Background: an optimization exercise with open tools, aiming at small area. Do not read the settings as production practice.
Only simulation tests tie the RTL to the original design; equivalence was not proved.
Power is estimated from default activity; no workload was simulated.

## flow/flow/run.sh

```bash
#!/bin/bash
# Standard layout, with the smallest buffer on the ports.
export BUFFER_PORTS_ARGS="-buffer_cell sky130_fd_sc_hd__buf_1"
bash standard.sh > standard.log 2>&1
```

## flow/standard.sh

```bash
#!/bin/bash
# synth_recipe.tcl (not shown) runs the flow's synth.tcl, then flattens the netlist and writes it again
# the make line also repeats each setting of config.mk as NAME=value (left out here)
make -C /OpenROAD-flow-scripts/flow DESIGN_CONFIG=/design/flow/config.mk WORK_HOME=/design/flow/orfs CLKGATE_MAP_FILE= SYNTH_SCRIPT=/design/flow/synth_recipe.tcl "${@:-finish}"
```

## flow/config.mk

```make
export PLATFORM = sky130hd
export DESIGN_NAME = drawing_line_top
export DESIGN_NICKNAME = drawing_line_top
export VERILOG_FILES = /design/flow/design.v
export SDC_FILE = /design/flow/constraint.sdc
export NUM_CORES = 4
export LEC_CHECK = 0
export CAP_MARGIN = 20
export CORE_MARGIN = 2
export CORE_UTILIZATION = 60
export CTS_BUF_LIST = sky130_fd_sc_hd__clkbuf_8
export CTS_CLUSTER_DIAMETER = 100
export CTS_CLUSTER_SIZE = 30
export SLEW_MARGIN = 20
```

## flow/constraint.sdc

```tcl
create_clock -name core_clock -period 10.0 [get_ports {clk}]
set_input_delay 2.0000 -clock core_clock [delete_from_list [all_inputs] [get_ports {clk}]]
set_output_delay 2.0000 -clock core_clock [all_outputs]
set_load 0.01 [all_outputs]
```

## flow/design.v

```verilog
`timescale 1ns / 1ps
module clock_div (
    input  logic clock,
    input  logic reset,
    output logic div_clock,
    output logic tick,
    output logic ph1, ph2, ph3
    );
logic half;
assign tick = half & ~div_clock;
assign ph1  = ~half & div_clock;
assign ph2  = half & div_clock;
assign ph3  = ~half & ~div_clock;
always_ff @(posedge clock or posedge reset)
    if (reset) begin
        half      <= 1'b0;
        div_clock <= 1'b0;
    end
    else begin
        half      <= ~half;
        div_clock <= div_clock ^ half;
    end
endmodule
`timescale 1ns / 1ps
module vga_controller (
    input  logic       clk,
    input  logic       ce,
    input  logic       reset,
    output logic [5:0] h2, v2,    
    output logic [5:0] h1, v1,    
    output logic       h_sync, v_sync, disp_en,
    output logic       started   
    );
    logic [5:0] hc;
    logic       hw, hs;
    assign hw = (hc == 6'd55);
    assign hs = (hc[5:1] == 5'b11111);           
    assign h1 = (hw | (hc == 6'd62)) ? 6'd0 : hc + 6'd1;
    assign v1 = hw ? ((v2 == 6'd62) ? 6'd0 : v2 + 6'd1) : v2;
    assign h2 = hs ? 6'd0 : hc;
    always_ff @(posedge clk or posedge reset)
        if (reset) begin
            hc <= 6'd62;
            v2 <= 6'd0;
        end
        else if (ce) begin
            hc <= (hw | (hc == 6'd63)) ? 6'd0 : hc + 6'd1;
            v2 <= v1;
        end
    assign started = hc != 6'd62;
    assign h_sync  = ~(hc == 6'd53 || hc == 6'd54);
    assign v_sync  = ~(v2 == 6'd61);
    assign disp_en = (hc < 6'd50) & (v2 < 6'd60);
endmodule
`timescale 1ns / 1ps
module line_drawer (
    input  logic [11:0] nx0, ny0, nx1, ny1,
    input  logic [5:0]  h,       
    input  logic [5:0]  v,       
    input  logic        clk,
    input  logic        ce,      
    input  logic        ph1, ph2, ph3,
    input  logic        rst,
    input  logic        started,  
    output logic [5:0]  px, py
    );
    logic [11:0] x0, y0, x1, y1;
    logic        st_set, st_loop;    
    logic        loh;                
    logic [5:0]  w;
    logic [7:0]  n;                  
    logic [13:0] acc;                
    logic [1:0]  mode;               
    logic        pend;               
    logic        chg;
    logic        in_lh;
    assign in_lh = ~st_set & ~st_loop;
    logic        sx, ex, sy, ey;
    assign sx = x0 > x1;
    assign ex = x0 == x1;
    logic [5:0]  lwl;                
    logic        ndir;
    assign ndir = loh ? (~sx & ~sy) : ~sx;
    logic        at_w1, adv, fin, pos;
    assign at_w1 = lwl == w;
    assign adv   = loh ? ({1'b0, h} + 7'd1 == {1'b0, w})
                       : (v == w && n[7:6] == 2'd0 && h > n[5:0]);
    assign fin   = loh ? at_w1 : pend;
    assign pos   = ~acc[13];
    logic [11:0] pc;
    logic        isx, lg, syu, wrole;
    assign pc    = ce ? x0 : ph1 ? y1 : ph2 ? y0 : x1;
    assign isx   = ce | ph3;
    assign syu   = (in_lh & ph3) ? acc[13] : sy;    
    assign lg    = ce ? sx : ph3 ? ~sx : ph2 ? syu : ~syu;   
    assign wrole = isx == loh;                      
    logic        aen, bon, sh, inv, cin;
    logic        ini, stp, sgn;
    always_comb begin
        ini = 1'b0; stp = 1'b0; sgn = 1'b0;
        if (ce) begin
            ini = st_set;
            stp = st_loop & adv;
            sgn = pos;
        end
        else begin
            ini = mode == 2'd3;
            stp = mode == 2'd2 || mode == 2'd1;
            sgn = mode == 2'd2;
        end
        aen = 1'b1; bon = 1'b0; sh = 1'b0; inv = 1'b0; cin = 1'b0;
        if (in_lh) begin
            bon = 1'b1;
            if (ph1)
                aen = 1'b0;
            else if (ph2) begin
                inv = 1'b1; cin = 1'b1;
            end
            else begin
                inv = lg ^ syu; cin = ~lg & ~syu;
            end
        end
        else if (ini | stp) begin
            aen = ~(ce & ini);
            bon = ~(stp & ~sgn & wrole);
            sh  = stp | ~wrole;
            inv = wrole ? lg : ~lg;
            cin = inv & ~(ini & wrole);
        end
    end
    logic [13:0] opb, sum;
    assign opb = (bon ? (sh ? {1'b0, pc, 1'b0} : {2'b0, pc}) : 14'd0) ^ {14{inv}};
    assign sum = (aen ? acc : 14'd0) + opb + {13'd0, cin};
    always_ff @(posedge clk)
        acc <= sum;
    logic        cap_w, cap_l, cap_n;
    assign cap_w = ini & wrole & ~lg;
    assign cap_l = ini & wrole & lg;
    assign cap_n = ini & (ce ? ~loh : ph1 ? (loh & sx) : ph2 ? (loh & ~sx) : 1'b0);
    logic [5:0] wenc, nenc;
    assign wenc = w;
    assign nenc = (n[7:6] == 2'd0) ? n[5:0] : 6'h3f;
    always_ff @(posedge clk or posedge rst)
        if (rst) begin
            st_set  <= 1'b0;
            st_loop <= 1'b0;
            loh     <= 1'b0;
            sy      <= 1'b1;
            py[5:2] <= 4'hf;                 
        end
        else begin
          if (in_lh & ph3 & started)
            sy <= acc[13];
          if (ce) begin
            if (in_lh) begin
                if (~started)
                    loh <= 1'b1;
                else if (~ex & ~ey)
                    loh <= sum[13] ^ sy;
                st_set <= 1'b1;
            end
            if (st_set) begin
                st_set  <= 1'b0;
                st_loop <= 1'b1;
            end
            if (st_loop) begin
                py[5:2] <= loh ? nenc[5:2] : wenc[5:2];
                if (fin) begin
                    st_set  <= 1'b1;
                    st_loop <= 1'b0;
                end
            end
            if (chg) begin
                st_set  <= 1'b0;
                st_loop <= 1'b0;
            end
          end
        end
    always_ff @(posedge clk)
        if (ce)
            {x0, y0, x1, y1} <= {nx0, ny0, nx1, ny1};
    assign chg = started ? ({x0, y0, x1, y1} != {nx0, ny0, nx1, ny1})
                         : ({nx0, ny0, nx1, ny1} != {12'd2, 12'd7, 12'd9, 12'd2});
    always_ff @(posedge clk) begin
        if (ce & st_loop) begin
            px      <= loh ? wenc : nenc;
            py[1:0] <= loh ? nenc[1:0] : wenc[1:0];
        end
        if (ce) begin
            mode <= st_set ? 2'd3 : (st_loop & adv) ? (pos ? 2'd2 : 2'd1) : 2'd0;
            if (st_set)
                pend <= 1'b0;
            else if (st_loop & adv) begin
                w    <= w + 6'd1;
                pend <= at_w1;
                if (pos)
                    n <= ndir ? n + 8'd1 : n - 8'd1;
            end
        end
        if (in_lh & ph3)
            ey <= acc == 14'd0;
        if (cap_w)
            w   <= (pc[11:6] == 6'd0) ? pc[5:0] : 6'h3f;
        if (cap_l)
            lwl <= (pc[11:6] == 6'd0) ? pc[5:0] : 6'h3f;
        if (cap_n)
            n   <= ((pc[11:7] == 5'd0) || (pc[11:6] == 6'h3f)) ? pc[7:0] : 8'd128;
    end
endmodule
`timescale 1ns / 1ps
module drawing_line_top(
    input logic clk,
    input logic rst,
    output logic Hsync,
    output logic Vsync,
    output logic [3:0] vgaRed,
    output logic [3:0] vgaGreen,
    output logic [3:0] vgaBlue,
    input logic [11:0] x0,y0,x1,y1,
    output logic disp_en,
    output logic vga_clk,
    output logic [11:0] v_cntr, h_cntr
    );
    logic vga_ce, ph1, ph2, ph3;
    clock_div vga_clk_mod(.clock(clk), .reset(rst), .div_clock(vga_clk), .tick(vga_ce),
                          .ph1(ph1), .ph2(ph2), .ph3(ph3));
    logic [5:0] h2, v2, h1, v1;
    logic started;
    vga_controller vgatxt(.clk(clk), .ce(vga_ce), .reset(rst), .h2(h2), .v2(v2), .h1(h1), .v1(v1),
                          .h_sync(Hsync), .v_sync(Vsync), .disp_en(disp_en), .started(started));
    assign h_cntr = {6'd0, h2};
    assign v_cntr = {6'd0, v2};
    logic [5:0] px, py;
    line_drawer drw1(.nx0(x0), .ny0(y0), .nx1(x1), .ny1(y1), .h(h1), .v(v1),
                     .clk(clk), .ce(vga_ce), .ph1(ph1), .ph2(ph2), .ph3(ph3), .rst(rst), .started(started), .px(px), .py(py));
    logic hit;
    always_ff @(posedge clk)
        if (vga_ce)
            hit <= (h1 == px) && (v1 == py);
    assign vgaRed   = {4{disp_en}};
    assign vgaGreen = {4{disp_en & ~hit}};
    assign vgaBlue  = {4{disp_en & ~hit}};
endmodule
```

==> impl_metrics.csv, run 1 <==
group,metric,value,unit
logic_synthesis,syn_avg_cell_area,9.13,µm²
timing,worst_slack,2.53,ns
timing,relSlewSlack,0.416,
power,power_density,140,nW/µm²
clocking,post_cts_buffers,0,
logic_synthesis,netlist_top_cells_area,"edfxtp_1 28%, ha_1 6.7%, xnor2_1 6.7%, a21oi_1 3.5%, dfrtp_1 3.4%",
timing,fin_crit_sh,0.747,
cells_and_area,final_common_cell,"edfxtp_1",
drt,wl_per_cell,18.5,µm
global_route,antenna_found_initial,0,
place,hpwl,16500,µm
clocking,cts_resized,0,
logic_synthesis,synth-edff-count,81,
setup_path,cp_data_required_time,10.33,ns
drt,vias_per_cell,6.11,
timing,rsz0062_at_grt,"no",
logic_synthesis,ys_async_sr_fraction,0.188,
die,die_area,15600,µm²
clocking,clk_latency,0.45,ns
clocking,cts_root_buffer,"clkbuf_8",
clocking,cts_sinks,117,
cells_and_area,area.growth.synth_to_final,7.69,%
logic_synthesis,ys_seq_area_frac,0.374,
logic_synthesis,synth_warnings,4,
setup_path,rr_startpoint,"vgatxt.hc[1]$_DFFE_PP1P_",
cells_and_area,final_util,0.655,
drt,via_count,7358,
clocking,cts_tree,"built",
place,place_worst_setup_slack,2.70,ns
timing,finalSetupViolCount,0,
drt,firstDrtPassIters,7,
setup_path,endpoint_kind,"register",
logic_synthesis,synth.distinct_cells,78,
die,num_io_pins,90,
drt,routed_wl,22300,µm
drt,drt_iter0_drc,606,
cells_and_area,regArea,3280,µm²
global_route,grt_pass1_vias,7168,
die,rows,44,
place,place_inst,1172,
clocking,clk_pin_slew,0.08,ns
cells_and_area,fin_nets,1108,
logic_synthesis,yosys.area.top_type,"edfxtp_1",
die,dieHeight,125,µm
worst_hold_path,hp-start,"drw1.py[2]$_DFFE_PP1P_",
setup_path,setup.worst_path.class,"register to register",
global_route,grt.overflow.total,0,
global_route,grt_usage,0.293,
timing,skew,0.0114,ns
clocking,cts_hold_buffers,0,
clocking,cts_buffer_depth,2,
setup_path,critPathMaxFanout,12,
die,initial_core_util,0.608,
drt,drtAntennaViolNets,0,
setup_path,slowest_stage,"a21oi_1",
logic_synthesis,synth_seq_cells,117,
global_route,grt_max_degree,80,
global_route,grt_pass1_wl,36800,µm
setup_path,worstPathArrival,7.80,ns
clocking,cts_buffers,17,
logic_synthesis,synth_top_area_frac,0.277,
place,io_buffer_count,77,
timing,slew_viol_final,0,
die,die_w,125,µm
setup_path,start_kind,"register",
drt,drc_errors,0,
power,ir_drop,129,µV
job,maxCapViolCount,0,
timing,report.final.hold_viol_count,0,
logic_synthesis,syn_inst,961,
cells_and_area,n_fill_cell,1203,
cells_and_area,drive_gt1_frac,0.0676,
timing,setup_tns,0,ns
timing,tightest_slew,0.875,ns
logic_synthesis,synth.cell_area,8770,µm²
cells_and_area,fin_cells,1205,
die,design.core.area,14400,µm²
cells_and_area,final_cell_mix,"81 x edfxtp_1, 77 x buf_1, 76 x nand2_1, 73 x nor2_1, 67 x xnor2_1",
power,p_total,1330,µW
cells_and_area,diodes,0,
status,outcome,"complete, no violations",
setup_path,cpPeakStageDelay,0.63,ns
worst_hold_path,holdCritPathClass,"register to register",
cells_and_area,multiInputGateArea,4930,µm²
timing,fin_crit,7.47,ns
logic_synthesis,synthFlopType,"edfxtp_1",
timing,fmax,134,MHz
power,p_leak,0.00369,µW
clocking,cts_max_level,4,
setup_path,crit_start,"vgatxt.hc[1]$_DFFE_PP1P_",
place,gp_congestion,0.914,
where the power goes:
group	internal (µW)	switching [µW]	leakage (µW)
Sequential	555	26.7	0.00117
Combinational	141	166	0.00232
Clock	239	199	0.000201
Total	935	392	0.00369
flip-flops by register name, indices dropped and copies added (netlist names), 2 cells and up:
register and flops:
drw1.mode 2, drw1.px 6, drw1.y1 12, drw1.acc 14, drw1.w 6, drw1.lwl 6
drw1.n 8, drw1.py 6, drw1.x1 12, drw1.x0 12, vgatxt.v2 6, vgatxt.hc 6
drw1.y0 12
cells in the mapped netlist, drive strengths merged, types with 3 or more instances:
master	instances
a211oi	4
a21o	13
a21oi	63
a221oi	4
a22oi	16
a31oi	28
and2	17
and3	3
and4	4
buf	43
clkbuf	27
dfrtp	12
dfstp	10
dfxtp	14
edfxtp	81
fa	3
ha	47
inv	64
mux2i	20
nand2	77
nand2b	9
nand3	19
nand4	15
nor2	74
nor2b	13
nor3	20
nor4	18
nor4b	4
nor4bb	9
o21ai	54
o21bai	4
o22ai	6
o31a	5
o31ai	12
o32ai	17
or2	3
or3	6
xnor2	68
xor2	26
cells by family after synthesis:
| kind of cell | count (synthesis) | synth area share |
|---|---|---|
| and+or+nand+nor | 294 | 0.170 |
| AOI/OAI and AO/OA | 248 | 0.188 |
| buffers and inverters | 134 | 0.0705 |
| DFF | 117 | 0.374 |
| xor gates and xnor gates | 95 | 0.0973 |
| adders and majority gates | 50 | 0.0739 |
| muxes | 22 | 0.0254 |
| other | 1 | 0.000428 |
cell type report:
type                    instances  share of cell area
multi-input cells             721               0.522
flip-flops and latches        117               0.347
repair buffers                 87              0.0407
inverters                      64              0.0254
clock buffers                  17              0.0248
well taps                     184              0.0244
clock inverters                15              0.0156
per-stage QoR:
step	hold slack, ns	area (µm²)
final	0.490	9440
after global routing	0.509	9440
after CTS	0.491	9420
after detailed placement	0.480	9030
after global placement	0.484	9030
after floorplan	0.464	8810
final timing paths:
path                                            endpoint  slack [ns]  cells past startpoint
worst max register to register      drw1.loh$_DFFE_PP0P_        2.53                     27
worst max-delay path                drw1.loh$_DFFE_PP0P_        2.53                     27
max in group asynchronous            drw1.sy$_DFFE_PP1P_        8.00                      3
worst min register to register    drw1.py[2]$_DFFE_PP1P_        0.49                      2
worst min-delay path              drw1.py[2]$_DFFE_PP1P_        0.49                      2
min in group asynchronous       vgatxt.hc[0]$_DFFE_PP0P_        1.50                      2
worst max-delay path: cells and delay by family (launching register included):
kind / cells / cell delay, ns
adder cells (fa/ha/maj): 3 / 0.95
buffers and inverters: 1 / 0.08
AO/OA/AOI/OAI: 14 / 3.83
XOR/XNOR: 4 / 0.93
flip-flops: 1 / 0.61
AND/OR/NAND/NOR: 5 / 0.93
routing by layer:
metal / global-route usage / part of all wire / vias up
li1: - / - / 3555
met1: 0.373 / 0.43 / 3507
met2: 0.498 / 0.49 / 249
met3: 0.0576 / 0.057 / 47
met4: 0.103 / 0.028 / 0
met5: 0 / 0 / -
==> inputs of run 2 (changes only) <==
--- a/flow/config.mk
+++ b/flow/config.mk
@@ -6,9 +6,7 @@
 export NUM_CORES = 4
 export LEC_CHECK = 0
-export CAP_MARGIN = 20
+export CAP_MARGIN = 0
 export CORE_MARGIN = 2
 export CORE_UTILIZATION = 60
 export CTS_BUF_LIST = sky130_fd_sc_hd__clkbuf_8
-export CTS_CLUSTER_DIAMETER = 100
-export CTS_CLUSTER_SIZE = 30
-export SLEW_MARGIN = 20
+export SLEW_MARGIN = 0
==> run 2 against run 1 <==
Compared with the run above:
- register-to-register slack about the same
- first-iteration DRC count decreased by 9.2%
- via count increased by 0.20%
- non-clock buffer count decreased by 2
- die area unchanged
- global-route usage decreased by 0.51 points
- total power decreased by 2.2%
- utilization decreased by 0.40 points
==> impl_metrics.csv, run 2 <==
group,metric,value,unit
timing,fin_crit,7.47,ns
setup_path,critPathMaxFanout,12,
die,num_io_pins,90,
logic_synthesis,synth-edff-count,81,
drt,firstDrtPassIters,5,
cells_and_area,final_util,0.651,
logic_synthesis,synth_top_area_frac,0.277,
clocking,cts_buffer_depth,2,
power,p_sw,389,µW
cells_and_area,fin_nets,1106,
clocking,clk_pin_slew,0.07,ns
worst_hold_path,hold_path_end,"drw1.py[2]$_DFFE_PP1P_",
logic_synthesis,synth_seq_cells,117,
logic_synthesis,syn_inst,961,
clocking,cts_resized,0,
place,io_buffer_count,77,
drt,drtAntennaViolNets,0,
timing,finalSetupViolCount,0,
job,maxCapViolCount,0,
power,clkPwrFrac,0.317,
logic_synthesis,ys_async_sr_fraction,0.188,
clocking,cts_root_buffer,"clkbuf_8",
cells_and_area,area.growth.synth_to_final,7.03,%
power,p_leak,0.00366,µW
logic_synthesis,ys_seq_area_frac,0.374,
clocking,cts_sinks,117,
logic_synthesis,synth_most_common_cell,"edfxtp_1",
setup_path,setup.worst_path.class,"register to register",
global_route,grt_pass1_wl,36300,µm
die,design.core.area,14400,µm²
cells_and_area,regMostFlops,"drw1.acc",
logic_synthesis,netlist_top_cells_area,"edfxtp_1 28%, ha_1 6.7%, xnor2_1 6.7%, a21oi_1 3.5%, dfrtp_1 3.4%",
setup_path,worstPathArrival,7.79,ns
power,p_seq_frac,0.449,
clocking,cts_hold_buffers,0,
setup_path,rr_startpoint,"vgatxt.hc[1]$_DFFE_PP1P_",
place,hpwl,16500,µm
timing,skew,0.0135,ns
setup_path,cp_data_required_time,10.33,ns
worst_hold_path,hp-start,"drw1.py[2]$_DFFE_PP1P_",
setup_path,start_kind,"register",
power,intPower,909,µW
logic_synthesis,synthFlopType,"edfxtp_1",
cells_and_area,diodes,0,
drt,vias_per_cell,6.13,
die,dieHeight,125,µm
power,switching_share,0.300,
power,ir_drop,122,µV
timing,fin_crit_sh,0.747,
clocking,cts_max_level,4,
global_route,grt_usage,0.288,
timing,tightest_slew,1.16,ns
timing,fmax,134,MHz
timing,report.final.hold_viol_count,0,
power,pwr-share-comb,0.234,
cells_and_area,final_cell_mix,"81 x edfxtp_1, 77 x buf_1, 76 x nand2_1, 73 x nor2_1",
timing,relSlewSlack,0.219,
setup_path,reg2reg_to,"drw1.loh$_DFFE_PP0P_",
setup_path,reg2regPathDepth,27,
global_route,grt.overflow.total,0,
clocking,post_cts_buffers,0,
cells_and_area,final_common_cell,"edfxtp_1",
die,initial_core_util,0.608,
logic_synthesis,yosys.area.top_type,"edfxtp_1",
drt,drc_errors,0,
place,dpl_cell_area,9030,µm²
logic_synthesis,synth_warnings,4,
logic_synthesis,syn_avg_cell_area,9.13,µm²
logic_synthesis,synth.distinct_cells,78,
timing,setup_tns,0,ns
logic_synthesis,synth_common_cells,"81 x edfxtp_1, 76 x nand2_1, 74 x nor2_1",
worst_hold_path,holdCritPathClass,"register to register",
worst_hold_path,hold_depth,2,
power,power_density,138,nW/µm²
global_route,grt_pass1_vias,7175,
place,gp_congestion,0.914,
setup_path,reg2reg_slack,2.53,ns
die,die_w,125,µm
timing,slew_viol_final,0,
global_route,grt_max_degree,80,
timing,rsz0062_at_grt,"no",
status,outcome,"complete, no violations",
drt,via_count,7373,
logic_synthesis,synth.cell_area,8770,µm²
drt,drt_iter0_drc,550,
clocking,cts_tree,"built",
clocking,cts_buffers,17,
setup_path,endpoint_kind,"register",
cells_and_area,drive_gt1_frac,0.0658,
clocking,clk_latency,0.44,ns
die,die_area,15600,µm²
cells_and_area,fin_area,9390,µm²
drt,routed_wl,22100,µm
drt,wl_per_cell,18.4,µm
global_route,antenna_found_initial,0,
die,rows,44,
cells_and_area,largest_register_ffs,14,
cells_and_area,n_fill_cell,1185,
-- run 2: cell counts after synthesis --
No cell type changed its count.
-- run 2: layout make-up --
cell class / instances / area, µm² / area share
clock buffers: 17 / 234 / 0.0249
clock inverters: 15 / 125 / 0.0133
inverters: 64 / 240 / 0.0256
multi-input cells: 721 / 4930 / 0.525
flip-flops and latches: 117 / 3280 / 0.349
well taps: 184 / 230 / 0.0245
repair buffers: 85 / 349 / 0.0372
-- run 2: power by group through the flow --
stage          combinational, µW  sequential, µW  clock, µW
5_1_grt                      344             585        441
3_3_place_gp                 292             591          0
3_5_place_dp                 301             592          0
2_1_floorplan                256             574          0
6_report                     303             582        412
4_1_cts                      304             582        419
-- run 2: per-stage QoR --
step           total power (µW)  hold slack [ns]  setup slack, ns  instances
4_1_cts                    1300            0.491             2.64       1203
3_5_place_dp                893            0.480             2.69       1171
5_1_grt                    1370            0.506             2.01       1203
3_3_place_gp                882            0.484             2.98       1171
6_report                   1300            0.492             2.53       1203
2_1_floorplan               830            0.464             3.51        972
-- run 2: metal layers --
layer / up-vias / wire length, µm / share of wire / track usage
li1: 3551 / - / - / -
met1: 3523 / 9610 / 0.43 / 0.368
met2: 261 / 10900 / 0.49 / 0.496
met3: 38 / 1110 / 0.050 / 0.0464
met4: 0 / 505 / 0.023 / 0.100
met5: - / 0 / 0 / 0
-- run 2: cells by family after synthesis --
kind of cell,after synthesis,synth area share
adders and majority gates,50,0.0739
muxes,22,0.0254
DFF,117,0.374
xor gates and xnor gates,95,0.0973
other,1,0.000428
buffers and inverters,134,0.0705
and+or+nand+nor,294,0.170
AOI/OAI and AO/OA,248,0.188
-- run 2: worst max path at each step --
stage | startpoint | to | slack (ns) | cells past startpoint
after global placement | vgatxt.hc[1]$_DFFE_PP1P_ | drw1.loh$_DFFE_PP0P_ | 2.98 | 26
after global routing | vgatxt.hc[1]$_DFFE_PP1P_ | drw1.loh$_DFFE_PP0P_ | 2.01 | 27
after CTS | vgatxt.hc[1]$_DFFE_PP1P_ | drw1.loh$_DFFE_PP0P_ | 2.64 | 27
after detailed placement | vgatxt.hc[1]$_DFFE_PP1P_ | drw1.loh$_DFFE_PP0P_ | 2.69 | 26
after floorplan | vga_clk_mod.div_clock$_DFF_PP0_ | drw1.loh$_DFFE_PP0P_ | 3.51 | 26
final | vgatxt.hc[1]$_DFFE_PP1P_ | drw1.loh$_DFFE_PP0P_ | 2.53 | 27
-- run 2: critical path, stage by stage (launching register included) --
cell and delay, ns:
dfstp_2 0.60, ha_1 0.44, nand2b_4 0.11, a21oi_1 0.62, or2_1 0.24, inv_1 0.08
ha_1 0.20, xor2_1 0.16, xnor2_1 0.15, nor3_1 0.13, nand4_1 0.13, o32ai_2 0.34
o2111ai_2 0.26, o21a_2 0.23, a21oi_1 0.64, a22oi_1 0.21, xnor2_1 0.31, ha_1 0.29
a21o_1 0.18, a21o_1 0.20, a21oi_1 0.14, o21bai_1 0.10, a21o_1 0.20, a41o_1 0.25
nor4_1 0.31, o41a_1 0.30, xnor3_1 0.32, o22a_1 0.20
==> inputs of run 3 (changes only) <==
--- a/flow/config.mk
+++ b/flow/config.mk
@@ -6,7 +6,7 @@
 export NUM_CORES = 4
 export LEC_CHECK = 0
-export CAP_MARGIN = 0
+export CAP_MARGIN = 20
 export CORE_MARGIN = 2
 export CORE_UTILIZATION = 60
 export CTS_BUF_LIST = sky130_fd_sc_hd__clkbuf_8
-export SLEW_MARGIN = 0
+export SLEW_MARGIN = 20
==> run 3 against run 2 <==
Compared with the run above:
- worst hold slack worse by 0.0017 ns
- critical path type unchanged
- clock power up 6.3%
- synthesized cell count stayed put
- clock skew shrank 0.0022 ns
- utilization increased by 0.40 points
- sequential share of layout area decreased by 0.21 points
- global-route usage is 0.51 points higher
==> impl_metrics.csv, run 3 <==
group,metric,value,unit
status,outcome,"complete, no violations",
setup_path,start_kind,"register",
clocking,cts_buffer_depth,2,
logic_synthesis,syn_avg_cell_area,9.13,µm²
die,initial_core_util,0.608,
job,maxCapViolCount,0,
cells_and_area,largest_register_ffs,14,
clocking,cts_root_buffer,"clkbuf_8",
logic_synthesis,ys_async_sr_fraction,0.188,
timing,hold_ws,0.490,ns
power,ir_drop,129,µV
cells_and_area,diodes,0,
logic_synthesis,synth_seq_cells,117,
setup_path,critPathMaxFanout,12,
logic_synthesis,synth-edff-count,81,
setup_path,reg2reg_slack,2.53,ns
die,num_io_pins,90,
die,die_w,125,µm
cells_and_area,regMostFlops,"drw1.acc",
drt,routed_wl,22300,µm
global_route,grt_pass1_vias,7168,
timing,slew_viol_final,0,
cells_and_area,fin_area,9440,µm²
timing,rsz0062_at_grt,"no",
logic_synthesis,synth_top_area_frac,0.277,
cells_and_area,fin_nets,1108,
worst_hold_path,hold_depth,2,
timing,relSlewSlack,0.416,
global_route,grt_pass1_wl,36800,µm
logic_synthesis,synth.cell_area,8770,µm²
logic_synthesis,ys_seq_area_frac,0.374,
setup_path,worstPathArrival,7.80,ns
worst_hold_path,hp-start,"drw1.py[2]$_DFFE_PP1P_",
logic_synthesis,synthFlopType,"edfxtp_1",
place,gp_congestion,0.914,
clocking,cts_sinks,117,
power,p_leak,0.00369,µW
timing,report.final.hold_viol_count,0,
clocking,cts_hold_buffers,0,
clocking,cts_max_level,4,
global_route,antenna_found_initial,0,
timing,tightest_slew,0.875,ns
drt,vias_per_cell,6.11,
cells_and_area,final_cell_mix,"81 x edfxtp_1, 77 x buf_1, 76 x nand2_1, 73 x nor2_1, 67 x xnor2_1",
drt,via_count,7358,
setup_path,reg2regPathDepth,27,
drt,drtAntennaViolNets,0,
timing,finalSetupViolCount,0,
clocking,cts_buffers,17,
clocking,post_cts_buffers,0,
global_route,grt_usage,0.293,
setup_path,rr_startpoint,"vgatxt.hc[1]$_DFFE_PP1P_",
logic_synthesis,synth_most_common_cell,"edfxtp_1",
drt,wl_per_cell,18.5,µm
timing,fin_crit_sh,0.747,
setup_path,reg2reg_to,"drw1.loh$_DFFE_PP0P_",
power,p_total,1330,µW
place,dpl_cell_area,9030,µm²
drt,drt_iter0_drc,606,
cells_and_area,final_common_cell,"edfxtp_1",
clocking,cts_tree,"built",
cells_and_area,area.growth.synth_to_final,7.69,%
timing,fin_crit,7.47,ns
die,die_area,15600,µm²
logic_synthesis,syn_inst,961,
clocking,clk_pin_slew,0.08,ns
logic_synthesis,yosys.area.top_type,"edfxtp_1",
timing,skew,0.0114,ns
place,hpwl,16500,µm
die,design.core.area,14400,µm²
timing,fmax,134,MHz
clocking,cts_resized,0,
place,io_buffer_count,77,
logic_synthesis,netlist_top_cells_area,"edfxtp_1 28%, ha_1 6.7%, xnor2_1 6.7%, a21oi_1 3.5%, dfrtp_1 3.4%",
clocking,clk_latency,0.45,ns
worst_hold_path,hold_path_end,"drw1.py[2]$_DFFE_PP1P_",
die,rows,44,
drt,firstDrtPassIters,7,
logic_synthesis,synth.distinct_cells,78,
timing,setup_tns,0,ns
logic_synthesis,synth_warnings,4,
die,dieHeight,125,µm
setup_path,cp_data_required_time,10.33,ns
setup_path,endpoint_kind,"register",
cells_and_area,drive_gt1_frac,0.0676,
power,power_density,140,nW/µm²
drt,drc_errors,0,
setup_path,setup.worst_path.class,"register to register",
logic_synthesis,synth_common_cells,"81 x edfxtp_1, 76 x nand2_1, 74 x nor2_1",
worst_hold_path,holdCritPathClass,"register to register",
global_route,grt.overflow.total,0,
global_route,grt_max_degree,80,
run 3: power by group:
group          switching (µW)  internal, µW  total [µW]
clock network             199           239         438
registers                26.7           555         582
logic                     166           141         307
total                     392           935        1330
run 3: cell type report:
cell class	count	area (µm²)
Fill cell	1203	4980
Multi-Input combinational cell	721	4930
Sequential cell	117	3280
Timing Repair Buffer	87	384
Inverter	64	240
Clock buffer	17	234
Tap cell	184	230
Clock inverter	15	148
run 3: kinds of logic (layout without fill, tap and decap cells):
kind of cell	Yosys count	in the layout	synth area share
XOR/XNOR	95	95	0.0973
AND/OR/NAND/NOR	294	294	0.170
AO/OA/AOI/OAI	248	248	0.188
adder cells (fa/ha/maj)	50	50	0.0739
buffers and inverters	134	183	0.0705
flip-flops	117	117	0.374
multiplexers	22	22	0.0254
other	1	12	0.000428
run 3: how the worst max path moves through the flow:
| stage | from | end | slack, ns | depth (start not counted) |
|---|---|---|---|---|
| after floorplan | vga_clk_mod.div_clock$_DFF_PP0_ | drw1.loh$_DFFE_PP0P_ | 3.51 | 26 |
| after detailed placement | vgatxt.hc[1]$_DFFE_PP1P_ | drw1.loh$_DFFE_PP0P_ | 2.70 | 26 |
| after global routing | vgatxt.hc[1]$_DFFE_PP1P_ | drw1.loh$_DFFE_PP0P_ | 1.97 | 27 |
| final | vgatxt.hc[1]$_DFFE_PP1P_ | drw1.loh$_DFFE_PP0P_ | 2.53 | 27 |
| after global placement | vgatxt.hc[1]$_DFFE_PP1P_ | drw1.loh$_DFFE_PP0P_ | 2.98 | 26 |
| after CTS | vgatxt.hc[1]$_DFFE_PP1P_ | drw1.loh$_DFFE_PP0P_ | 2.62 | 27 |
run 3: through the flow:
step	cells	util	worst slack, ns
detailed placement	1172	0.626	2.70
global route	1205	0.655	1.97
floorplan	972	-	3.51
global placement	1171	0.626	2.98
CTS	1204	0.653	2.62
finish	1205	0.655	2.53
run 3: critical path, stage by stage, from the launching register on:
cell and delay, ns:
dfstp_2 0.61, ha_1 0.45, nand2b_4 0.11, a21oi_1 0.62
or2_1 0.24, inv_1 0.08, ha_1 0.20, xor2_1 0.16
xnor2_1 0.15, nor3_1 0.13, nand4_1 0.13, o32ai_2 0.33
o2111ai_2 0.25, o21a_2 0.23, a21oi_1 0.63, a22oi_1 0.20
xnor2_1 0.30, ha_1 0.30, a21o_1 0.18, a21o_1 0.20
a21oi_1 0.14, o21bai_1 0.10, a21o_1 0.20, a41o_1 0.25
nor4_1 0.32, o41a_1 0.30, xnor3_1 0.32, o22a_1 0.20
run 3: metal layers:
layer,wire length (µm),GRT usage,vias to the layer above
li1,-,-,3555
met1,9490,0.373,3507
met2,10900,0.498,249
met3,1270,0.0576,47
met4,620,0.103,0
met5,0,0,-
==> inputs of run 4 (changes only) <==
==> flow/flow/run.sh (replaced) <==
#!/bin/bash
# Standard layout, with the smallest buffer on the ports and no dummy clock loads.
export BUFFER_PORTS_ARGS="-buffer_cell sky130_fd_sc_hd__buf_1"
export CTS_ARGS="-sink_clustering_enable -repair_clock_nets -buf_list sky130_fd_sc_hd__clkbuf_8 -dont_use_dummy_load"
bash standard.sh > standard.log 2>&1
==> run 4 against run 3 <==
Compared with the run above:
- via count shrank 0.27%
- cell count shrank 1.2%
- worst setup slack gained 0.019 ns
- sequential share of layout area grew 0.55 points
- sequential power is essentially flat
- critical endpoint unchanged
- largest cell class unchanged
- largest power group unchanged
==> impl_metrics.csv, run 4 <==
group,metric,value,unit
logic_synthesis,synth_common_cells,"81 x edfxtp_1, 76 x nand2_1, 74 x nor2_1",
power,ir_drop,129,µV
timing,setup_tns,0,ns
clocking,clk_latency,0.44,ns
timing,finalSetupViolCount,0,
logic_synthesis,synth.distinct_cells,78,
global_route,grt.overflow.total,0,
logic_synthesis,synth.cell_area,8770,µm²
global_route,grt_max_degree,80,
clocking,post_cts_buffers,0,
clocking,cts_root_buffer,"clkbuf_8",
global_route,antenna_found_initial,0,
drt,drc_errors,0,
drt,wl_per_cell,18.7,µm
logic_synthesis,synth_seq_cells,117,
drt,drt_iter0_drc,546,
timing,fmax,134,MHz
cells_and_area,fin_cells,1190,
clocking,cts_buffers,17,
timing,skew,0.0260,ns
global_route,grt_pass1_wl,36500,µm
cells_and_area,final_common_cell,"edfxtp_1",
setup_path,endpoint_kind,"register",
setup_path,critPathMaxFanout,12,
logic_synthesis,ys_seq_area_frac,0.374,
die,initial_core_util,0.608,
cells_and_area,fin_nets,1108,
timing,rsz0062_at_grt,"no",
clocking,cts_sinks,117,
logic_synthesis,synthFlopType,"edfxtp_1",
die,rows,44,
drt,firstDrtPassIters,5,
logic_synthesis,syn_inst,961,
cells_and_area,area.growth.synth_to_final,6.01,%
place,gp_congestion,0.914,
logic_synthesis,netlist_top_cells_area,"edfxtp_1 28%, ha_1 6.7%, xnor2_1 6.7%, a21oi_1 3.5%, dfrtp_1 3.4%",
logic_synthesis,synth_most_common_cell,"edfxtp_1",
worst_hold_path,holdCritPathClass,"register to register",
power,power_density,130,nW/µm²
timing,fin_crit,7.45,ns
die,dieHeight,125,µm
cells_and_area,final_cell_mix,"81 x edfxtp_1, 77 x buf_1, 76 x nand2_1, 73 x nor2_1, 67 x xnor2_1",
global_route,grt_pass1_vias,7124,
logic_synthesis,synth-edff-count,81,
cells_and_area,diodes,0,
cells_and_area,n_fill_cell,1215,
place,io_buffer_count,77,
timing,tightest_slew,0.889,ns
setup_path,worstPathArrival,7.77,ns
clocking,cts_buffer_depth,2,
logic_synthesis,ys_async_sr_fraction,0.188,
status,outcome,"complete, no violations",
die,num_io_pins,90,
place,hpwl,16500,µm
drt,vias_per_cell,6.17,
global_route,grt_usage,0.291,
clocking,cts_hold_buffers,0,
setup_path,start_kind,"register",
logic_synthesis,syn_avg_cell_area,9.13,µm²
die,design.core.area,14400,µm²
drt,drtAntennaViolNets,0,
clocking,clk_pin_slew,0.07,ns
drt,via_count,7338,
logic_synthesis,yosys.area.top_type,"edfxtp_1",
die,die_area,15600,µm²
timing,slew_viol_final,0,
logic_synthesis,synth_warnings,4,
power,p_leak,0.00361,µW
timing,fin_crit_sh,0.745,
cells_and_area,drive_gt1_frac,0.0596,
die,die_w,125,µm
logic_synthesis,synth_top_area_frac,0.277,
drt,routed_wl,22200,µm
clocking,cts_tree,"built",
setup_path,reg2reg_slack,2.55,ns
setup_path,cp_data_required_time,10.32,ns
cells_and_area,largest_register_ffs,14,
job,maxCapViolCount,0,
timing,relSlewSlack,0.407,
place,place_inst,1172,
cells_and_area,regMostFlops,"drw1.acc",
setup_path,setup.worst_path.class,"register to register",
timing,report.final.hold_viol_count,0,
clocking,cts_resized,0,
clocking,cts_max_level,4,
==> run 4: power breakdown <==
part / switching (µW) / internal (µW)
Combinational: 166 / 141
Sequential: 27.0 / 556
Clock: 169 / 149
Total: 363 / 846
==> run 4: area by class of cell <==
class	instances	area, µm²	share of cell area
multi-input cells	721	4930	0.531
flip-flops and latches	117	3280	0.352
repair buffers	87	384	0.0413
inverters	64	240	0.0258
clock buffers	17	234	0.0252
well taps	184	230	0.0248
==> run 4: critical path, stage by stage, from the launching register on <==
cell and delay (ns):
dfstp_2 0.60, ha_1 0.43, nand2b_4 0.11, a21oi_1 0.62, or2_1 0.24, inv_1 0.08
ha_1 0.20, xor2_1 0.16, xnor2_1 0.15, nor3_1 0.15, nand4_1 0.14, o32ai_2 0.33
o2111ai_2 0.25, o21a_2 0.23, a21oi_1 0.62, a22oi_1 0.20, xnor2_1 0.30, ha_1 0.30
a21o_1 0.18, a21o_1 0.20, a21oi_1 0.14, o21bai_1 0.10, a21o_1 0.20, a41o_1 0.25
nor4_1 0.32, o41a_1 0.30, xnor3_1 0.32, o22a_1 0.20
==> run 4: logic make-up after synthesis <==
family / after synthesis / synth area share
fa+ha+maj: 50 / 0.0739
xor+xnor: 95 / 0.0973
simple gates: 294 / 0.170
buf+inv: 134 / 0.0705
flops: 117 / 0.374
compound gates: 248 / 0.188
mux: 22 / 0.0254
other cells: 1 / 0.000428
==> run 4: layer usage <==
metal	global-route usage	share of wire	vias to the layer above
met5	0	0	-
met4	0.0954	0.022	0
met3	0.0558	0.056	32
met2	0.498	0.49	246
met1	0.371	0.43	3521
li1	-	-	3539
==> run 4: path summary, 6_finish.rpt <==
check | end | from | cells past startpoint
setup reg to reg | drw1.loh$_DFFE_PP0P_ | vgatxt.hc[1]$_DFFE_PP1P_ | 27
hold reg to reg | drw1.py[2]$_DFFE_PP1P_ | drw1.py[2]$_DFFE_PP1P_ | 2
hold / removal | drw1.py[2]$_DFFE_PP1P_ | drw1.py[2]$_DFFE_PP1P_ | 2
min in group asynchronous | vgatxt.hc[0]$_DFFE_PP0P_ | rst | 2
max in group asynchronous | drw1.sy$_DFFE_PP1P_ | rst | 3
setup / recovery | drw1.loh$_DFFE_PP0P_ | vgatxt.hc[1]$_DFFE_PP1P_ | 27
==> run 4: metrics by stage <==
step	hold WS, ns	power [µW]	instance area, µm²	worst slack, ns	utilization
6_report	0.488	1210	9300	2.55	0.645
3_5_place_dp	0.480	893	9030	2.70	0.626
2_1_floorplan	0.464	830	8810	3.51	-
5_1_grt	0.508	1280	9300	1.97	0.645
3_3_place_gp	0.484	882	9030	2.98	0.626
4_1_cts	0.490	1210	9270	2.64	0.643
==> inputs of run 5 (changes only) <==
--- a/flow/config.mk
+++ b/flow/config.mk
@@ -6,7 +6,7 @@
 export NUM_CORES = 4
 export LEC_CHECK = 0
-export CAP_MARGIN = 20
+export CAP_MARGIN = 0
 export CORE_MARGIN = 2
 export CORE_UTILIZATION = 60
 export CTS_BUF_LIST = sky130_fd_sc_hd__clkbuf_8
-export SLEW_MARGIN = 20
+export SLEW_MARGIN = 0
==> run 5 against run 4 <==
Compared with the run above:
- design area fell by 0.38%
- via count is 0.60% lower
- total power shrank 0.34%
- critical path depth unchanged
- die area unchanged
- global-route usage shrank 0.42 points
- cell count down 0.17%
- clock-buffer cell count unchanged
- worst setup slack got worse by 0.0012 ns
- utilization shrank 0.24 points
- area after synthesis did not move
- combinational power is 1% lower
- largest cell class unchanged
- largest power group unchanged
==> impl_metrics.csv, run 5 <==
group,metric,value,unit
global_route,grt.overflow.total,0,
logic_synthesis,synth_top_area_frac,0.277,
global_route,grt_usage,0.286,
die,initial_core_util,0.608,
logic_synthesis,synth_most_common_cell,"edfxtp_1",
setup_path,endpoint_kind,"register",
logic_synthesis,synth_xor_xnor_area_share,0.0973,
setup_path,crit_family,"compound AO/OA/AOI/OAI gates",
setup_path,reg2reg_slack,2.55,ns
place,hpwl,16500,µm
setup_path,cpPeakStageDelay,0.65,ns
timing,setup_tns,0,ns
logic_synthesis,synth-edff-count,81,
cells_and_area,fin_nets,1106,
timing,relSlewSlack,0.177,
clocking,cts_buffers,17,
clocking,cts_tree,"built",
global_route,grt_max_degree,80,
status,outcome,"complete, no violations",
timing,slew_viol_final,0,
cells_and_area,regMostFlops,"drw1.acc",
clocking,cts_root_buffer,"clkbuf_8",
logic_synthesis,yosys.area_share.simple,0.170,
cells_and_area,diodes,0,
global_route,grt_pass1_wl,36000,µm
power,p_leak,0.00359,µW
place,io_buffer_count,77,
setup_path,slowest_stage,"a21oi_1",
logic_synthesis,netlist_top_cells_area,"edfxtp_1 28%, ha_1 6.7%, xnor2_1 6.7%, a21oi_1 3.5%, dfrtp_1 3.4%",
logic_synthesis,synth_mux_area_frac,0.0254,
clocking,clk_pin_slew,0.07,ns
setup_path,rr_startpoint,"vgatxt.hc[1]$_DFFE_PP1P_",
worst_hold_path,hp-start,"drw1.py[2]$_DFFE_PP1P_",
drt,wl_per_cell,18.5,µm
global_route,antenna_found_initial,0,
logic_synthesis,yosys.area.top_type,"edfxtp_1",
die,dieHeight,125,µm
timing,fin_crit_sh,0.745,
die,die_w,125,µm
timing,fin_crit,7.45,ns
clocking,cts_resized,0,
logic_synthesis,synth.cell_area,8770,µm²
setup_path,start_kind,"register",
clocking,post_cts_buffers,0,
clocking,cts_sinks,117,
logic_synthesis,syn_avg_cell_area,9.13,µm²
timing,finalSetupViolCount,0,
timing,report.final.hold_viol_count,0,
clocking,clk_latency,0.44,ns
power,power_density,130,nW/µm²
clocking,cts_hold_buffers,0,
drt,drc_errors,0,
logic_synthesis,synth_compound_area_frac,0.188,
cells_and_area,drive_gt1_frac,0.0578,
drt,via_count,7294,
global_route,grt_pass1_vias,7175,
timing,tightest_slew,1.22,ns
die,die_area,15600,µm²
logic_synthesis,synth_warnings,4,
job,maxCapViolCount,0,
cells_and_area,final_cell_mix,"81 x edfxtp_1, 77 x buf_1, 76 x nand2_1, 73 x nor2_1, 67 x xnor2_1",
cells_and_area,final_util,0.642,
logic_synthesis,ys_seq_area_frac,0.374,
clocking,cts_max_level,4,
setup_path,reg2reg_to,"drw1.loh$_DFFE_PP0P_",
cells_and_area,final_common_cell,"edfxtp_1",
setup_path,crit_start,"vgatxt.hc[1]$_DFFE_PP1P_",
worst_hold_path,hold_path_end,"drw1.py[2]$_DFFE_PP1P_",
setup_path,cp_data_required_time,10.32,ns
clocking,cts_buffer_depth,2,
worst_hold_path,hold_depth,2,
timing,skew,0.0227,ns
timing,fmax,134,MHz
die,num_io_pins,90,
drt,firstDrtPassIters,5,
timing,rsz0062_at_grt,"no",
setup_path,critPathMaxFanout,12,
logic_synthesis,synth.distinct_cells,78,
die,design.core.area,14400,µm²
logic_synthesis,synth_adder_area_share,0.0739,
cells_and_area,area.growth.synth_to_final,5.61,%
die,rows,44,
logic_synthesis,ys_async_sr_fraction,0.188,
logic_synthesis,synth_top_family_by_area,"compound AO/OA/AOI/OAI gates",
logic_synthesis,syn_inst,961,
logic_synthesis,synth_seq_cells,117,
drt,drt_iter0_drc,531,
drt,vias_per_cell,6.14,
drt,routed_wl,22000,µm
worst_hold_path,holdCritPathClass,"register to register",
setup_path,worstPathArrival,7.77,ns
place,gp_congestion,0.914,
setup_path,setup.worst_path.class,"register to register",
drt,drtAntennaViolNets,0,
cells_and_area,largest_register_ffs,14,
setup_path,critPathBufInv,1,
logic_synthesis,synthFlopType,"edfxtp_1",
logic_synthesis,synth_common_cells,"81 x edfxtp_1, 76 x nand2_1, 74 x nor2_1",
setup_path,reg2regPathDepth,27,
power,ir_drop,120,µV
[run 5: cell count changes in the layout (fill, tap and decap cells not counted)]
cell / previous run / this run
buf_16: 1 / 0
buf_4: 9 / 8
[run 5: how the worst max path moves through the flow]
stage	cells after the start	to	slack, ns
finish	27	drw1.loh$_DFFE_PP0P_	2.55
global route	27	drw1.loh$_DFFE_PP0P_	2.02
CTS	27	drw1.loh$_DFFE_PP0P_	2.65
detailed placement	26	drw1.loh$_DFFE_PP0P_	2.69
global placement	26	drw1.loh$_DFFE_PP0P_	2.98
floorplan	26	drw1.loh$_DFFE_PP0P_	3.51
[run 5: cell type report]
class / count / area (µm²)
fillers: 1204 / 5160
flip-flops and latches: 117 / 3280
multi-input cells: 721 / 4930
well taps: 184 / 230
inverters: 64 / 240
repair buffers: 85 / 349
clock buffers: 17 / 234
[run 5: worst reg2reg max path: stages, from the launching register on]
cell       delay (ns)
dfstp_2          0.60
ha_1             0.43
nand2b_4         0.11
a21oi_1          0.62
or2_1            0.24
inv_1            0.08
ha_1             0.20
xor2_1           0.16
xnor2_1          0.15
nor3_1           0.13
nand4_1          0.13
o32ai_2          0.33
o2111ai_2        0.25
o21a_2           0.23
a21oi_1          0.65
a22oi_1          0.22
xnor2_1          0.31
ha_1             0.29
a21o_1           0.18
a21o_1           0.20
a21oi_1          0.14
o21bai_1         0.10
a21o_1           0.20
a41o_1           0.25
nor4_1           0.31
o41a_1           0.30
xnor3_1          0.32
o22a_1           0.20
[run 5: cell families after synthesis]
logic type      Yosys count
compound gates          248
xor+xnor                 95
fa+ha+maj                50
buf+inv                 134
flops                   117
mux                      22
other cells               1
simple gates            294
[run 5: metrics by stage]
stage / total power [µW] / setup WS, ns / instances / instance area, µm² / hold WS, ns
finish: 1200 / 2.55 / 1188 / 9260 / 0.491
global route: 1270 / 2.02 / 1188 / 9260 / 0.505
CTS: 1210 / 2.65 / 1188 / 9260 / 0.490
detailed placement: 893 / 2.69 / 1171 / 9030 / 0.480
global placement: 882 / 2.98 / 1171 / 9030 / 0.484
floorplan: 830 / 3.51 / 972 / 8810 / 0.464
[run 5: report_power, final]
| part | internal, µW | switching, µW |
|---|---|---|
| sequential | 556 | 27.1 |
| clock | 149 | 169 |
| combinational | 140 | 164 |
| total | 845 | 360 |
[run 5: metal layers]
| metal | GRT usage | share of wire | vias to the layer above |
|---|---|---|---|
| li1 | - | - | 3545 |
| met1 | 0.364 | 0.44 | 3484 |
| met2 | 0.496 | 0.49 | 223 |
| met3 | 0.0498 | 0.048 | 42 |
| met4 | 0.0961 | 0.023 | 0 |
| met5 | 0 | 0 | - |
==> inputs of run 6 (changes only) <==
==> flow/flow/run.sh (replaced) <==
#!/bin/bash
# Standard layout, with the smallest buffer on the ports and no dummy clock loads.
export BUFFER_PORTS_ARGS="-buffer_cell sky130_fd_sc_hd__buf_1"
export CTS_ARGS="-sink_clustering_enable -repair_clock_nets -buf_list sky130_fd_sc_hd__clkbuf_8 -dont_use_dummy_load -sink_clustering_size 30 -sink_clustering_max_diameter 100 -sink_buffer_max_cap_derate 1.0"
bash standard.sh > standard.log 2>&1
==> run 6 against run 5 <==
Compared with the run above:
- design area unchanged
- combinational power barely moved
- global-route usage unchanged
- utilization is the same
- total power unchanged
- still clean on timing, DRC and antenna
- worst setup slack unchanged
- critical endpoint unchanged
- wire length is the same
- clock power hardly changed
- area after synthesis unchanged
- via count unchanged
- critical path depth did not move
- first-iteration DRC count unchanged
==> impl_metrics.csv, run 6 <==
group,metric,value,unit
clocking,post_cts_buffers,0,
setup_path,reg2regPathDepth,27,
place,place_inst,1171,
setup_path,setup.worst_path.class,"register to register",
logic_synthesis,ys_async_sr_fraction,0.188,
power,p_leak,0.00359,µW
drt,routed_wl,22000,µm
cells_and_area,final_cell_mix,"81 x edfxtp_1, 77 x buf_1, 76 x nand2_1, 73 x nor2_1, 67 x xnor2_1",
logic_synthesis,synth_most_common_cell,"edfxtp_1",
setup_path,critPathMaxFanout,12,
clocking,clk_pin_slew,0.07,ns
timing,rsz0062_at_grt,"no",
logic_synthesis,synth.cell_area,8770,µm²
clocking,cts_buffer_depth,2,
global_route,antenna_found_initial,0,
setup_path,endpoint_kind,"register",
logic_synthesis,netlist_top_cells_area,"edfxtp_1 28%, ha_1 6.7%, xnor2_1 6.7%, a21oi_1 3.5%, dfrtp_1 3.4%",
logic_synthesis,synth-edff-count,81,
setup_path,reg2reg_to,"drw1.loh$_DFFE_PP0P_",
timing,slew_viol_final,0,
setup_path,rr_startpoint,"vgatxt.hc[1]$_DFFE_PP1P_",
logic_synthesis,synth_warnings,4,
logic_synthesis,synth_seq_cells,117,
global_route,grt_pass1_wl,36000,µm
setup_path,worstPathArrival,7.77,ns
cells_and_area,final_util,0.642,
timing,setup_tns,0,ns
logic_synthesis,synthFlopType,"edfxtp_1",
drt,drtAntennaViolNets,0,
setup_path,reg2reg_slack,2.55,ns
die,num_io_pins,90,
timing,report.final.hold_viol_count,0,
logic_synthesis,synth.distinct_cells,78,
cells_and_area,fin_cells,1188,
cells_and_area,final_common_cell,"edfxtp_1",
logic_synthesis,syn_inst,961,
timing,relSlewSlack,0.177,
logic_synthesis,syn_avg_cell_area,9.13,µm²
place,io_buffer_count,77,
cells_and_area,regMostFlops,"drw1.acc",
drt,drt_iter0_drc,531,
cells_and_area,n_fill_cell,1204,
clocking,cts_max_level,4,
status,outcome,"complete, no violations",
setup_path,cp_data_required_time,10.32,ns
timing,hold_ws,0.491,ns
cells_and_area,area.growth.synth_to_final,5.61,%
timing,tightest_slew,1.22,ns
cells_and_area,fin_nets,1106,
power,power_density,130,nW/µm²
logic_synthesis,synth_top_area_frac,0.277,
worst_hold_path,hp-start,"drw1.py[2]$_DFFE_PP1P_",
drt,firstDrtPassIters,5,
clocking,cts_hold_buffers,0,
logic_synthesis,yosys.area.top_type,"edfxtp_1",
clocking,cts_buffers,17,
timing,skew,0.0227,ns
clocking,clk_latency,0.44,ns
cells_and_area,diodes,0,
cells_and_area,regArea,3280,µm²
die,dieHeight,125,µm
clocking,cts_root_buffer,"clkbuf_8",
drt,drc_errors,0,
cells_and_area,multiInputGateArea,4930,µm²
die,die_area,15600,µm²
global_route,grt_pass1_vias,7175,
drt,wl_per_cell,18.5,µm
global_route,grt_usage,0.286,
die,design.core.area,14400,µm²
power,ir_drop,120,µV
die,initial_core_util,0.608,
cells_and_area,drive_gt1_frac,0.0578,
cells_and_area,largest_register_ffs,14,
setup_path,start_kind,"register",
place,gp_congestion,0.914,
global_route,grt.overflow.total,0,
timing,fin_crit,7.45,ns
timing,fin_crit_sh,0.745,
drt,via_count,7294,
die,rows,44,
worst_hold_path,holdCritPathClass,"register to register",
drt,vias_per_cell,6.14,
clocking,cts_sinks,117,
timing,fmax,134,MHz
timing,finalSetupViolCount,0,
worst_hold_path,hold_path_end,"drw1.py[2]$_DFFE_PP1P_",
logic_synthesis,ys_seq_area_frac,0.374,
die,die_w,125,µm
worst_hold_path,hold_depth,2,
logic_synthesis,synth_common_cells,"81 x edfxtp_1, 76 x nand2_1, 74 x nor2_1",
job,maxCapViolCount,0,
place,hpwl,16500,µm
clocking,cts_tree,"built",
global_route,grt_max_degree,80,
clocking,cts_resized,0,
[run 6: cell counts in the layout (fill, tap and decap cells not counted)]
No cell type changed its count.
[run 6: kinds of logic (layout without fill, tap and decap cells)]
group                      after synthesis  in the layout  synth area share
and+or+nand+nor                        294            294             0.170
adders and majority gates               50             50            0.0739
muxes                                   22             22            0.0254
DFF                                    117            117             0.374
other                                    1             12          0.000428
buffers and inverters                  134            166            0.0705
xor gates and xnor gates                95             95            0.0973
AOI/OAI and AO/OA                      248            248             0.188
[run 6: critical path, cell delays in order (launching register included)]
cell and delay (ns):
dfstp_2 0.60, ha_1 0.43, nand2b_4 0.11, a21oi_1 0.62, or2_1 0.24, inv_1 0.08, ha_1 0.20, xor2_1 0.16
xnor2_1 0.15, nor3_1 0.13, nand4_1 0.13, o32ai_2 0.33, o2111ai_2 0.25, o21a_2 0.23, a21oi_1 0.65, a22oi_1 0.21
xnor2_1 0.31, ha_1 0.29, a21o_1 0.18, a21o_1 0.19, a21oi_1 0.14, o21bai_1 0.10, a21o_1 0.20, a41o_1 0.25
nor4_1 0.31, o41a_1 0.30, xnor3_1 0.32, o22a_1 0.20
[run 6: metrics by stage]
step	worst slack, ns	total power (µW)	cell area (µm²)
global placement	2.98	882	9030
floorplan	3.51	830	8810
CTS	2.65	1210	9260
global route	2.02	1270	9260
detailed placement	2.69	893	9030
finish	2.55	1200	9260
[run 6: power breakdown]
| part | leakage [µW] | total [µW] | internal (µW) | switching (µW) |
|---|---|---|---|---|
| logic | 0.00231 | 304 | 140 | 164 |
| registers | 0.00117 | 583 | 556 | 27.1 |
| clock network | 0.000122 | 318 | 149 | 169 |
[run 6: how the worst max path moves through the flow]
| stage | from | to | slack, ns | depth (start not counted) |
|---|---|---|---|---|
| global route | vgatxt.hc[1]$_DFFE_PP1P_ | drw1.loh$_DFFE_PP0P_ | 2.02 | 27 |
| CTS | vgatxt.hc[1]$_DFFE_PP1P_ | drw1.loh$_DFFE_PP0P_ | 2.65 | 27 |
| floorplan | vga_clk_mod.div_clock$_DFF_PP0_ | drw1.loh$_DFFE_PP0P_ | 3.51 | 26 |
| global placement | vgatxt.hc[1]$_DFFE_PP1P_ | drw1.loh$_DFFE_PP0P_ | 2.98 | 26 |
| detailed placement | vgatxt.hc[1]$_DFFE_PP1P_ | drw1.loh$_DFFE_PP0P_ | 2.69 | 26 |
| finish | vgatxt.hc[1]$_DFFE_PP1P_ | drw1.loh$_DFFE_PP0P_ | 2.55 | 27 |
[run 6: cell type report]
type                    instances  share of cell area
well taps                     184              0.0249
inverters                      64              0.0259
flip-flops and latches        117               0.354
repair buffers                 85              0.0377
clock buffers                  17              0.0253
multi-input cells             721               0.533
[run 6: layer usage]
metal / share of wire / vias up / global-route usage
li1: - / 3545 / -
met1: 0.44 / 3484 / 0.364
met2: 0.49 / 223 / 0.496
met3: 0.048 / 42 / 0.0498
met4: 0.023 / 0 / 0.0961
met5: 0 / - / 0
==> inputs of run 7 (changes only) <==
==> flow/flow/run.sh (replaced) <==
#!/bin/bash
# Standard layout, with the smallest buffer on the ports, small clock leaf buffers and no dummy clock loads.
export BUFFER_PORTS_ARGS="-buffer_cell sky130_fd_sc_hd__buf_1"
export CTS_ARGS="-sink_clustering_enable -repair_clock_nets -buf_list sky130_fd_sc_hd__clkbuf_8 -sink_clustering_buffer sky130_fd_sc_hd__clkbuf_4 -dont_use_dummy_load"
bash standard.sh > standard.log 2>&1
--- a/flow/config.mk
+++ b/flow/config.mk
@@ -9,4 +9,3 @@
 export CORE_MARGIN = 2
 export CORE_UTILIZATION = 60
-export CTS_BUF_LIST = sky130_fd_sc_hd__clkbuf_8
 export SLEW_MARGIN = 0
==> run 7 against run 6 <==
Compared with the run above:
- fmax unchanged
- global-route usage unchanged
- cell count unchanged
- total power unchanged
- highest routed layer unchanged
- clock power about the same
==> impl_metrics.csv, run 7 <==
group,metric,value,unit
drt,via_count,7294,
power,p_leak,0.00359,µW
timing,rsz0062_at_grt,"no",
setup_path,critPathMaxFanout,12,
setup_path,start_kind,"register",
global_route,antenna_found_initial,0,
setup_path,rr_startpoint,"vgatxt.hc[1]$_DFFE_PP1P_",
power,p_sw,360,µW
timing,report.final.hold_viol_count,0,
drt,drtAntennaViolNets,0,
die,dieHeight,125,µm
place,place_worst_setup_slack,2.69,ns
setup_path,reg2regPathDepth,27,
timing,fin_crit,7.45,ns
drt,drt_iter0_drc,531,
power,switching_share,0.299,
logic_synthesis,syn_inst,961,
cells_and_area,n_fill_cell,1204,
global_route,grt.overflow.total,0,
clocking,cts_max_level,4,
timing,relSlewSlack,0.177,
drt,drc_errors,0,
die,rows,44,
cells_and_area,drive_gt1_frac,0.0578,
setup_path,cp_data_required_time,10.32,ns
power,power_density,130,nW/µm²
timing,hold_ws,0.491,ns
timing,setup_tns,0,ns
clocking,clk_latency,0.44,ns
clocking,post_cts_buffers,0,
worst_hold_path,hold_path_end,"drw1.py[2]$_DFFE_PP1P_",
global_route,grt_usage,0.286,
setup_path,endpoint_kind,"register",
logic_synthesis,ys_async_sr_fraction,0.188,
job,maxCapViolCount,0,
worst_hold_path,hold_depth,2,
drt,vias_per_cell,6.14,
setup_path,setup.worst_path.class,"register to register",
logic_synthesis,syn_avg_cell_area,9.13,µm²
logic_synthesis,synth_common_cells,"81 x edfxtp_1, 76 x nand2_1, 74 x nor2_1",
cells_and_area,fin_area,9260,µm²
setup_path,reg2reg_to,"drw1.loh$_DFFE_PP0P_",
place,io_buffer_count,77,
place,hpwl,16500,µm
logic_synthesis,synth.cell_area,8770,µm²
cells_and_area,regMostFlops,"drw1.acc",
cells_and_area,largest_register_ffs,14,
status,outcome,"complete, no violations",
worst_hold_path,hp-start,"drw1.py[2]$_DFFE_PP1P_",
timing,fmax,134,MHz
setup_path,reg2reg_slack,2.55,ns
place,dpl_cell_area,9030,µm²
global_route,grt_pass1_wl,36000,µm
drt,firstDrtPassIters,5,
cells_and_area,area.growth.synth_to_final,5.61,%
die,design.core.area,14400,µm²
clocking,cts_buffer_depth,2,
die,initial_core_util,0.608,
logic_synthesis,synth_top_area_frac,0.277,
logic_synthesis,synth-edff-count,81,
logic_synthesis,ys_seq_area_frac,0.374,
worst_hold_path,holdCritPathClass,"register to register",
logic_synthesis,synthFlopType,"edfxtp_1",
clocking,cts_tree,"built",
power,intPower,845,µW
power,ir_drop,120,µV
timing,tightest_slew,1.22,ns
cells_and_area,fin_nets,1106,
die,die_w,125,µm
clocking,clk_pin_slew,0.07,ns
die,num_io_pins,90,
power,p_seq_frac,0.484,
cells_and_area,final_cell_mix,"81 x edfxtp_1, 77 x buf_1, 76 x nand2_1, 73 x nor2_1, 67 x xnor2_1",
power,p_total,1200,µW
clocking,cts_hold_buffers,0,
die,die_area,15600,µm²
power,pwr-share-comb,0.252,
cells_and_area,diodes,0,
clocking,cts_root_buffer,"clkbuf_8",
logic_synthesis,synth_seq_cells,117,
global_route,grt_max_degree,80,
timing,slew_viol_final,0,
drt,wl_per_cell,18.5,µm
timing,skew,0.0227,ns
clocking,cts_resized,0,
timing,finalSetupViolCount,0,
clocking,cts_sinks,117,
place,gp_congestion,0.914,
logic_synthesis,synth.distinct_cells,78,
global_route,grt_pass1_vias,7175,
logic_synthesis,netlist_top_cells_area,"edfxtp_1 28%, ha_1 6.7%, xnor2_1 6.7%, a21oi_1 3.5%, dfrtp_1 3.4%",
clocking,cts_buffers,17,
drt,routed_wl,22000,µm
timing,worst_slack,2.55,ns
logic_synthesis,synth_warnings,4,
setup_path,worstPathArrival,7.77,ns
logic_synthesis,yosys.area.top_type,"edfxtp_1",
power,clkPwrFrac,0.264,
cells_and_area,final_common_cell,"edfxtp_1",
logic_synthesis,synth_most_common_cell,"edfxtp_1",
timing,fin_crit_sh,0.745,
run 7: area by class of cell:
class	instances	area (µm²)	share of cell area
multi-input cells	721	4930	0.533
flip-flops and latches	117	3280	0.354
repair buffers	85	349	0.0377
inverters	64	240	0.0259
clock buffers	17	234	0.0253
well taps	184	230	0.0249
run 7: kinds of logic (layout without fill, tap and decap cells):
logic type,Yosys count,after routing,share of synthesized area
and+or+nand+nor,294,294,0.170
AOI/OAI and AO/OA,248,248,0.188
buffers and inverters,134,166,0.0705
DFF,117,117,0.374
xor gates and xnor gates,95,95,0.0973
adders and majority gates,50,50,0.0739
muxes,22,22,0.0254
other,1,12,0.000428
run 7: worst max-delay path, cell delays in order, from the launching register on:
cell and delay (ns):
dfstp_2 0.60, ha_1 0.43, nand2b_4 0.11, a21oi_1 0.62, or2_1 0.24, inv_1 0.08, ha_1 0.20, xor2_1 0.16
xnor2_1 0.15, nor3_1 0.13, nand4_1 0.13, o32ai_2 0.33, o2111ai_2 0.25, o21a_2 0.23, a21oi_1 0.65, a22oi_1 0.21
xnor2_1 0.31, ha_1 0.29, a21o_1 0.18, a21o_1 0.19, a21oi_1 0.14, o21bai_1 0.10, a21o_1 0.20, a41o_1 0.25
nor4_1 0.31, o41a_1 0.30, xnor3_1 0.32, o22a_1 0.20
run 7: worst max path at each step:
stage	depth (start not counted)	slack, ns	end	start
floorplan	26	3.51	drw1.loh$_DFFE_PP0P_	vga_clk_mod.div_clock$_DFF_PP0_
global placement	26	2.98	drw1.loh$_DFFE_PP0P_	vgatxt.hc[1]$_DFFE_PP1P_
detailed placement	26	2.69	drw1.loh$_DFFE_PP0P_	vgatxt.hc[1]$_DFFE_PP1P_
CTS	27	2.65	drw1.loh$_DFFE_PP0P_	vgatxt.hc[1]$_DFFE_PP1P_
global route	27	2.02	drw1.loh$_DFFE_PP0P_	vgatxt.hc[1]$_DFFE_PP1P_
finish	27	2.55	drw1.loh$_DFFE_PP0P_	vgatxt.hc[1]$_DFFE_PP1P_
run 7: layer usage:
| metal | vias to the layer above | GRT usage | part of all wire |
|---|---|---|---|
| li1 | 3545 | - | - |
| met1 | 3484 | 0.364 | 0.44 |
| met5 | - | 0 | 0 |
| met2 | 223 | 0.496 | 0.49 |
| met3 | 42 | 0.0498 | 0.048 |
| met4 | 0 | 0.0961 | 0.023 |
run 7: metrics by stage:
| step | util | instances |
|---|---|---|
| 6_report | 0.642 | 1188 |
| 2_1_floorplan | - | 972 |
| 5_1_grt | 0.642 | 1188 |
| 3_5_place_dp | 0.626 | 1171 |
| 4_1_cts | 0.642 | 1188 |
| 3_3_place_gp | 0.626 | 1171 |
run 7: power by group through the flow:
stage / combinational [µW] / sequential (µW) / clock (µW)
floorplan: 256 / 574 / 0
global placement: 292 / 591 / 0
detailed placement: 301 / 592 / 0
CTS: 304 / 582 / 324
global route: 345 / 585 / 342
finish: 304 / 583 / 318

[afterwards: timing with drivers on the ports]
How much do the figures lean on ideal ports? The routed layouts below were timed once more, with nothing changed but the port constraints. Step 1 assumes that a clkbuf_16 drives the clock port and a buf_2 every other input. Step 2 adds t to the input delays and takes it off the output delays; t is the mean of the earliest and latest rising clock arrival at the registers after step 1. Input paths then give back, and output paths get back, about the clock's delay inside the block. Three values: ideal ports, drivers, drivers and shift; two values: the first two.
run	shift t [ns]	slack for setup (ns)	worst setup path after step 2	cell pins on the clock port's net
run 1	0.481	2.534 / 2.534 / 2.534	register to register	1
run 2	0.475	2.534 / 2.534 / 2.534	register to register	1
run 3	0.481	2.534 / 2.534 / 2.534	register to register	1
run 4	0.466	2.553 / 2.553 / 2.553	register to register	1
run 5	0.468	2.552 / 2.552 / 2.552	register to register	1
run 6	0.468	2.552 / 2.552 / 2.552	register to register	1
run 7	0.468	2.552 / 2.552 / 2.552	register to register	1
After both steps setup and hold are still met in every run listed.
